Context: an optimization exercise on an open-source flow, tuned for small area. The choices shown serve that exercise and are no tape-out recipe. In this exercise RTL edits were held to simulation tests only and were not proved equivalent to the original. No driver is modelled on the clock port, so clocking that relies on it looks cheaper here than on a real chip. Power is estimated from default activity; no workload was simulated.

==> flow/design.v <==
module Display (
    input clk,
    input rst,
    output uart_tx,
    input head,           
    input [3:0] t16,      
    input [7:0] knext,    
    input set,
    output busy
);
    localparam F_IDLE = 3'd0;
    localparam F_AA = 3'd1;     
    localparam F_BW = 3'd2;     
    localparam F_CAP = 3'd3;    
    localparam F_RDY = 3'd4;    
    localparam F_55 = 3'd5;     
    localparam F_END = 3'd6;    
    localparam C_D = 2'd0;      
    localparam C_AA = 2'd1;
    localparam C_55 = 2'd2;
    localparam C_EC = 2'd3;
    reg [2:0] fs;
    reg [7:0] d;
    reg [7:0] sendk;
    reg escd;
    reg [3:0] bc;     
    reg [1:0] csrc;
    reg tx;
    assign uart_tx = tx;
    assign busy = (fs != F_IDLE);
    wire edge16 = (t16 == 4'd15);
    wire slot_end = (t16[2:0] == 3'd7);
    wire ready = edge16 && ((bc == 4'd0) || (bc == 4'd10));
    wire [2:0] bi = bc[2:0] - 3'd1;    
    wire [7:0] ec = 8'hEC;
    wire cbit = (csrc == C_D) ? d[0] :
                (csrc == C_AA) ? bi[0] :
                (csrc == C_55) ? !bi[0] : ec[bi];
    wire special = (d == 8'hAA) || (d == 8'h55) || (d == 8'hEC);
    wire cap = (fs == F_CAP);
    wire shift = cap || (edge16 && (csrc == C_D) && (bc >= 4'd1) && (bc <= 4'd8));
    wire go = ready && ((fs == F_AA) || (fs == F_RDY) || (fs == F_55));
    always @(posedge clk) begin
        if (shift) d <= {head, d[7:1]};
    end
    always @(posedge clk) begin
        if (rst) begin
            fs <= F_IDLE;
            sendk <= 0;
            escd <= 0;
            bc <= 0;
            csrc <= C_D;
            tx <= 1;
        end else begin
            if (go) begin
                tx <= 0;
                bc <= 1;
            end else if (edge16 && bc != 0) begin
                if (bc == 4'd10) begin
                    bc <= 0;
                end else begin
                    tx <= (bc == 4'd9) ? 1'b1 : cbit;
                    bc <= bc + 1;
                end
            end
            case (fs)
                F_IDLE: if (set) fs <= F_AA;
                F_AA: if (go) begin
                    csrc <= C_AA;
                    fs <= F_BW;
                end
                F_BW: if (slot_end && knext == sendk) fs <= F_CAP;
                F_CAP: if (slot_end) fs <= F_RDY;
                F_RDY: if (go) begin
                    if (special && !escd) begin
                        csrc <= C_EC;
                        escd <= 1;
                    end else begin
                        csrc <= C_D;
                        escd <= 0;
                        sendk <= sendk + 1;
                        fs <= (sendk == 8'd255) ? F_55 : F_BW;
                    end
                end
                F_55: if (go) begin
                    csrc <= C_55;
                    fs <= F_END;
                end
                F_END: if (edge16 && bc == 4'd10) fs <= F_IDLE;
                default: fs <= F_IDLE;
            endcase
        end
    end
endmodule
module chip8 (
    input clk,
    input rst,
    output [11:0] mem_addr,
    input [7:0] mem_rdata,
    output uart_tx
);
    localparam S_F0 = 4'd0;      
    localparam S_F1 = 4'd1;      
    localparam S_EX = 4'd2;      
    localparam S_VW = 4'd3;      
    localparam S_VOP = 4'd4;     
    localparam S_DXW = 4'd5;     
    localparam S_DXL = 4'd6;     
    localparam S_DYW = 4'd7;     
    localparam S_DYL = 4'd8;     
    localparam S_RW = 4'd9;      
    localparam S_ROT = 4'd10;    
    localparam S_VFW = 4'd11;    
    localparam S_VFL = 4'd12;    
    localparam S_SHOW = 4'd13;   
    localparam S_WAIT = 4'd14;   
    reg [3:0] state;
    reg [11:0] PC;
    reg [11:0] I;
    reg [7:0] hi;
    reg [3:0] N;
    reg [5:0] x;
    reg [4:0] y;
    reg coll;
    reg carry;
    reg vclr;
    reg [3:0] t16;
    reg [7:0] kreg;
    wire [2:0] j = t16[2:0];
    wire [7:0] knext = kreg + 8'd61;
    wire slot_end = (j == 3'd7);
    reg [2047:0] scr;
    reg [127:0] vr;
    wire shead = scr[0];
    wire vhead = vr[0];
    wire [3:0] op = hi[7:4];
    wire [3:0] X = hi[3:0];
    wire [3:0] Y = mem_rdata[7:4];
    wire [5:0] dr = {1'b0, kreg[7:3]} - {1'b0, y};
    wire [6:0] dc = {1'b0, kreg[2:0], j} - {1'b0, x};
    wire inrow = !dr[5] && (dr[4:0] < {1'b0, N});
    wire incol = !dc[6] && (dc[5:3] == 3'd0);
    wire [7:0] kn1 = slot_end ? knext : kreg;
    wire [3:0] ra = kn1[6:3] - y[3:0];
    wire rot = (state == S_RW) || (state == S_ROT);
    assign mem_addr = rot ? (I + {8'd0, ra}) : PC;
    wire [2:0] bsel = (state == S_ROT) ? ~dc[2:0] : j;
    wire rbit = mem_rdata[bsel];
    wire draw = (state == S_ROT) && op[3];
    wire sbit = draw && inrow && incol && rbit;
    wire clear = (state == S_ROT) && !op[3];
    wire snew = !clear && (shead ^ sbit);
    wire vop = (state == S_VOP);
    wire cin = carry && (j != 3'd0);
    wire vsum = op[0] ? (vhead ^ rbit ^ cin) : rbit;   
    wire vnew = vclr ? 1'b0 :
                vop ? vsum :
                (state == S_VFL) ? (coll && (j == 3'd0)) :
                vhead;
    wire [3:0] want = (state == S_DYW) ? Y : (state == S_VFW) ? 4'hF : X;
    wire hit = slot_end && (knext[3:0] == want);
    wire hit0 = slot_end && (knext == 8'd0);
    wire display_busy;
    Display display (
        .clk(clk),
        .rst(rst),
        .uart_tx(uart_tx),
        .head(shead),
        .t16(t16),
        .knext(knext),
        .set(state == S_SHOW),
        .busy(display_busy)
    );
    always @(posedge clk) begin
        scr <= {snew, scr[2047:1]};
        vr <= {vnew, vr[127:1]};
    end
    always @(posedge clk) begin
        if (rst) begin
            t16 <= 0;
            kreg <= 0;
            state <= S_ROT;
            vclr <= 1;
            hi <= 0;
            PC <= 12'h200;
            I <= 0;
            N <= 0;
            x <= 0;
            y <= 0;
            coll <= 0;
            carry <= 0;
        end else begin
            t16 <= t16 + 1;
            if (slot_end) kreg <= knext;
            if (draw && inrow && incol && rbit && shead) coll <= 1;
            carry <= (vhead & rbit) | (vhead & cin) | (rbit & cin);
            case (state)
                S_F0: begin
                    PC <= PC + 1;
                    state <= S_F1;
                end
                S_F1: begin
                    hi <= mem_rdata;
                    state <= S_EX;
                end
                S_EX: begin
                    state <= S_F0;
                    case (op)
                        4'h0: begin
                            PC <= PC + 1;
                            state <= (mem_rdata[3:0] == 0) ? S_RW : S_SHOW;
                        end
                        4'h1: PC <= {X, mem_rdata};
                        4'h6, 4'h7: state <= S_VW;
                        4'hA: begin
                            I <= {X, mem_rdata};
                            PC <= PC + 1;
                        end
                        4'hD: begin
                            N <= mem_rdata[3:0];
                            coll <= 0;
                            state <= S_DXW;
                        end
                        default: PC <= PC + 1;
                    endcase
                end
                S_VW: if (hit) state <= S_VOP;
                S_VOP: if (slot_end) begin
                    PC <= PC + 1;
                    state <= S_F0;
                end
                S_DXW: if (hit) state <= S_DXL;
                S_DXL: begin
                    if (j < 6) x <= {vhead, x[5:1]};
                    if (slot_end) state <= S_DYW;
                end
                S_DYW: if (hit) state <= S_DYL;
                S_DYL: begin
                    if (j < 5) y <= {vhead, y[4:1]};
                    if (slot_end) begin
                        PC <= PC + 1;
                        state <= S_RW;
                    end
                end
                S_RW: if (hit0) state <= S_ROT;
                S_ROT: if (hit0) begin
                    vclr <= 0;
                    state <= vclr ? S_F0 : op[3] ? S_VFW : S_SHOW;
                end
                S_VFW: if (hit) state <= S_VFL;
                S_VFL: if (slot_end) state <= S_SHOW;
                S_SHOW: state <= S_WAIT;
                S_WAIT: if (!display_busy) state <= S_F0;
                default: state <= S_F0;
            endcase
        end
    end
endmodule
Settings: LEC_CHECK=0, CAP_MARGIN=20, CORE_MARGIN=2, CORE_UTILIZATION=65, CTS_BUF_LIST=sky130_fd_sc_hd__clkbuf_16, CTS_CLUSTER_DIAMETER=100, CTS_CLUSTER_SIZE=32, SLEW_MARGIN=20; clock period 10.0 ns.
run.sh (not shown) runs the stock make flow with config.mk's settings and CLKGATE_MAP_FILE= SYNTH_SCRIPT=/design/flow/synth_recipe.tcl, a recipe that flattens the netlist after the stock synthesis.
Edit:
Settings changed: CTS_BUF_LIST sky130_fd_sc_hd__clkbuf_16 to not set, CTS_CLUSTER_DIAMETER 100 to not set, CTS_CLUSTER_SIZE 32 to not set.
Global-route usage grows by 5.3 points. Wire length rose by a quarter to a third. Clock power increases by well over a third. Area after synthesis is unchanged. Hold slack is worse by 30 ps.


Starts from the design.v that is shown in full above.
make LEC_CHECK=0 CAP_MARGIN=20 CORE_MARGIN=2 CORE_UTILIZATION=65 CTS_BUF_LIST=sky130_fd_sc_hd__clkbuf_8 SLEW_MARGIN=20 finish   # period 10.0 ns
Edit:
--- a/flow/config.mk
+++ b/flow/config.mk
@@ -9,4 +9,6 @@
 export CORE_MARGIN = 2
-export CORE_UTILIZATION = 65
-export CTS_BUF_LIST = sky130_fd_sc_hd__clkbuf_8
+export CORE_UTILIZATION = 80
+export CTS_BUF_LIST = sky130_fd_sc_hd__clkbuf_16
+export CTS_CLUSTER_DIAMETER = 100
+export CTS_CLUSTER_SIZE = 32
 export SLEW_MARGIN = 20
After rerunning:
- The new run stopped in 4_1_cts (DPL-0033)
- synthesized cell count is unchanged
- area after synthesis does not change
Edit:
--- a/flow/config.mk
+++ b/flow/config.mk
@@ -9,6 +9,4 @@
 export CORE_MARGIN = 2
-export CORE_UTILIZATION = 80
-export CTS_BUF_LIST = sky130_fd_sc_hd__clkbuf_16
-export CTS_CLUSTER_DIAMETER = 100
-export CTS_CLUSTER_SIZE = 32
+export CORE_UTILIZATION = 65
+export CTS_BUF_LIST = sky130_fd_sc_hd__clkbuf_4
 export SLEW_MARGIN = 20
Result: This time the run completed without violations. Synthesized cell count stays the same. Synthesized area is unchanged.


## run A
Another version of the RTL of chip8 (not shown whole).
For scale: about 2800 cells after synthesis, about 2200 flip-flops, roughly 23 I/O pins.
clock: 10.0 ns
lec_check: 0
cap_margin: 20
core_margin: 2
core_utilization: 65
slew_margin: 20
standard.sh (not shown) runs the stock make flow with config.mk's settings and CLKGATE_MAP_FILE= SYNTH_SCRIPT=/design/flow/synth_recipe.tcl, a recipe that flattens the netlist after the stock synthesis.
==> flow/flow/run.sh <==
#!/bin/bash
# Standard layout with two changes: port buffers use the smallest buffer cell,
# and clock tree synthesis builds larger leaf clusters (up to 36 sinks within
# 80 um) of clkbuf_16, without dummy loads.
set -euo pipefail
export BUFFER_PORTS_ARGS="-buffer_cell sky130_fd_sc_hd__buf_1"
export CTS_ARGS="-sink_clustering_enable -repair_clock_nets -buf_list sky130_fd_sc_hd__clkbuf_16 -sink_clustering_size 36 -sink_clustering_max_diameter 80 -dont_use_dummy_load"
export POST_CTS_TCL="$(pwd)/flow/post_cts.tcl"
bash standard.sh > standard.log 2>&1
Other scripts of this flow, unchanged in this note and not shown: flow/flow/post_cts.tcl
diff inputs: run A => run B
--- a/flow/flow/run.sh
+++ b/flow/flow/run.sh
@@ -1,6 +1,7 @@
 #!/bin/bash
-# Standard layout with two changes: port buffers use the smallest buffer cell,
-# and clock tree synthesis builds larger leaf clusters (up to 36 sinks within
-# 80 um) of clkbuf_16, without dummy loads.
+# Standard layout with three changes: port buffers use the smallest buffer
+# cell; clock tree synthesis builds larger leaf clusters (up to 36 sinks within
+# 80 um) of clkbuf_16, without dummy loads; and after it, post_cts.tcl moves any
+# flip-flop that ended up far from its leaf buffer to a nearer one.
 set -euo pipefail
 export BUFFER_PORTS_ARGS="-buffer_cell sky130_fd_sc_hd__buf_1"
## What came out
On power share of the clock group, run A and run B are basically level. From run B to run A, post-synthesis instance total did not move at all. Comparing run B against run A, there is no change at all in least setup slack across all paths after layout. Comparing run A with run B, the fraction of area in multi-input gates came out essentially unchanged.
Edits applied to the flow inputs when going from run B to run C:
--- a/flow/flow/run.sh
+++ b/flow/flow/run.sh
@@ -6,5 +6,5 @@
 set -euo pipefail
 export BUFFER_PORTS_ARGS="-buffer_cell sky130_fd_sc_hd__buf_1"
-export CTS_ARGS="-sink_clustering_enable -repair_clock_nets -buf_list sky130_fd_sc_hd__clkbuf_16 -sink_clustering_size 36 -sink_clustering_max_diameter 80 -dont_use_dummy_load"
+export CTS_ARGS="-sink_clustering_enable -repair_clock_nets -buf_list sky130_fd_sc_hd__clkbuf_16 -sink_clustering_size 34 -sink_clustering_max_diameter 80 -dont_use_dummy_load"
 export POST_CTS_TCL="$(pwd)/flow/post_cts.tcl"
 bash standard.sh > standard.log 2>&1
[summary]
Run C went all the way through synthesis, placement and routing and the layout is clean on timing, DRC and antenna. Measured slew at the worst slew-check pin: run C < run B. For the hold slack, run C came in 42 ps higher than run B did. Going from run B to run C, first-pass GRT wire length level; cell count essentially unchanged; clock network power share went up 0.5 points; data required time of the critical path held steady. The post-route minimum period reported for run C is smaller than that of run B by 8.5 ps. Relative to run B, the area added between synthesis and finish of run C is higher by 0.15 points.


chip8, a different RTL version from the one above (not shown whole).
Size in the first run: ~2,800 cells after synthesis, about 2,300 flip-flops, ~0.049 mm² of cells after synthesis.
clock: 10.0 ns
lec_check: 0
cap_margin: 20
core_margin: 2
core_utilization: 65
cts_buf_list: sky130_fd_sc_hd__clkbuf_16
cts_cluster_diameter: 70
cts_cluster_size: 36
slew_margin: 20
run.sh (not shown) runs the stock make flow with config.mk's settings and CLKGATE_MAP_FILE= SYNTH_SCRIPT=/design/flow/synth_recipe.tcl, a recipe that flattens the netlist after the stock synthesis.
Stock flow here: none of the scripts above is used.
Edit:
CTS_CLUSTER_DIAMETER = 100   (was 70)
CTS_CLUSTER_SIZE = 32   (was 36)
The new run finished with timing, DRC and antenna clean.
Clock skew grows by 7.4 ps.
Clock power shrinks by about 2%.
Power shrinks by 0.57%.
Global-route usage hardly moves.
Design area hardly moves.
Wire length shrinks by 0.77%.
Clock-buffer cell count grows by 3.
Edit:
==> flow/flow/run.sh (new file) <==
#!/bin/bash
# Standard layout with two changes: port buffers use the smallest buffer cell,
# and clock tree synthesis builds larger leaf clusters of clkbuf_16 without
# dummy loads.
set -euo pipefail
export BUFFER_PORTS_ARGS="-buffer_cell sky130_fd_sc_hd__buf_1"
export CTS_ARGS="-sink_clustering_enable -repair_clock_nets -buf_list sky130_fd_sc_hd__clkbuf_16 -sink_clustering_size 32 -sink_clustering_max_diameter 100 -dont_use_dummy_load"
bash standard.sh > standard.log 2>&1
==> flow/standard.sh (new file) <==
#!/bin/bash
# synth_recipe.tcl (not shown) runs the flow's synth.tcl, then flattens the netlist and writes it again
# the make line also repeats each setting of config.mk as NAME=value (left out here)
make -C /OpenROAD-flow-scripts/flow DESIGN_CONFIG=/design/flow/config.mk WORK_HOME=/design/flow/orfs CLKGATE_MAP_FILE= SYNTH_SCRIPT=/design/flow/synth_recipe.tcl "${@:-finish}"
CTS_BUF_LIST = unset   (was sky130_fd_sc_hd__clkbuf_16)
CTS_CLUSTER_DIAMETER = unset   (was 100)
CTS_CLUSTER_SIZE = unset   (was 32)
removed: flow/run.sh
The new run went through all stages and came out clean.
Fmax went up by about 5%.
Routed wire length went down by about 0.5%.
Die area stays the same.
Design area went down by 0.60%.
Global-route usage barely changes.
Worst setup slack gains 370 ps.
Core utilization went down by 0.42 points.
Count of clock-buffer cells in the layout went down by 3.
Hold slack loses 16 ps.
Area after synthesis does not change.


Another version of the RTL of chip8 (not shown whole).
For scale: ~2800 cells after synthesis, about 2200 flip-flops, ~23 I/O pins, ~0.049 mm² of cells after synthesis.
==> flow/design.v (excerpt) <==
module chip8 (
    input clk,
    input rst,
    output [11:0] mem_addr,
    input [7:0] mem_rdata,
    output uart_tx
);
==> flow/config.mk <==
export PLATFORM = sky130hd
export DESIGN_NAME = chip8
export DESIGN_NICKNAME = chip8
export VERILOG_FILES = /design/flow/design.v
export SDC_FILE = /design/flow/constraint.sdc
export NUM_CORES = 4
export LEC_CHECK = 0
export CAP_MARGIN = 20
export CORE_MARGIN = 2
export CORE_UTILIZATION = 65
export SLEW_MARGIN = 20
==> flow/constraint.sdc <==
create_clock -name core_clock -period 10.0 [get_ports {clk}]
set_input_delay 2.0000 -clock core_clock [delete_from_list [all_inputs] [get_ports {clk}]]
set_output_delay 2.0000 -clock core_clock [all_outputs]
set_load 0.01 [all_outputs]
standard.sh (not shown) runs the stock make flow with config.mk's settings and CLKGATE_MAP_FILE= SYNTH_SCRIPT=/design/flow/synth_recipe.tcl, a recipe that flattens the netlist after the stock synthesis.
==> flow/flow/run.sh <==
#!/bin/bash
# Standard layout with two changes: port buffers use the smallest buffer cell,
# and clock tree synthesis builds larger leaf clusters of clkbuf_16 without
# dummy loads.
set -euo pipefail
export BUFFER_PORTS_ARGS="-buffer_cell sky130_fd_sc_hd__buf_1"
export CTS_ARGS="-sink_clustering_enable -repair_clock_nets -buf_list sky130_fd_sc_hd__clkbuf_16 -sink_clustering_size 38 -sink_clustering_max_diameter 60 -dont_use_dummy_load"
bash standard.sh > standard.log 2>&1
The first run passed the timing, design-rule and antenna checks.
Then changed:
==> flow/flow/run.sh (replaced) <==
#!/bin/bash
# Standard layout with two changes: port buffers use the smallest buffer cell,
# and clock tree synthesis builds larger leaf clusters of clkbuf_16 without
# dummy loads.
set -euo pipefail
export BUFFER_PORTS_ARGS="-buffer_cell sky130_fd_sc_hd__buf_1"
export CTS_ARGS="-sink_clustering_enable -repair_clock_nets -buf_list sky130_fd_sc_hd__clkbuf_16 -sink_clustering_size 32 -sink_clustering_max_diameter 100 -dont_use_dummy_load"
bash standard.sh > standard.log 2>&1
Result: Hold slack improves by 37 ps. Final cell count stays flat. Design area is about the same.

[separate check: timing with driven ports]
The flow's constraints put no driver on any port. The routed layouts listed below were extracted and timed again, unchanged, in two steps.
Step 1, drivers: a clkbuf_16 drives clk and a buf_2 each remaining input, both assumed.
Step 2 adds t to the input delays and takes it off the output delays; t is the mean of the earliest and latest rising clock arrival at the registers after step 1. Input paths then give back, and output paths get back, about the clock's delay inside the block.
Slacks: no drivers / after step 1 / after step 2; pairs: no drivers / after step 1.
run	shift t [ns]	slack for setup (ns)	worst setup path after step 2	cell pins on the clock port's net
the first run of note 1	0.720	2.597 / 2.536 / 3.256	register to output	1
the second run of note 1	0.819	2.589 / 2.520 / 3.339	register to output	1
the first run of note 2	0.924	2.445 / 2.384 / 3.309	register to output	1
the third run of note 2	1.161	2.234 / 2.174 / 3.335	register to output	1
run A	0.682	3.106 / 3.038 / 3.720	register to output	1
run B	0.682	3.106 / 3.038 / 3.720	register to output	1
run C	0.674	3.114 / 3.045 / 3.720	register to output	1
the first run of note 4	0.710	2.287 / 2.225 / 2.935	register to output	1
the second run of note 4	0.718	2.194 / 2.131 / 2.848	register to output	1
the third run of note 4	0.699	2.564 / 2.499 / 3.198	register to output	1
the first run of note 5	0.689	3.123 / 3.059 / 3.748	register to output	1
the second run of note 5	0.685	3.053 / 2.988 / 3.673	register to output	1
After both steps every run listed still meets setup and hold.
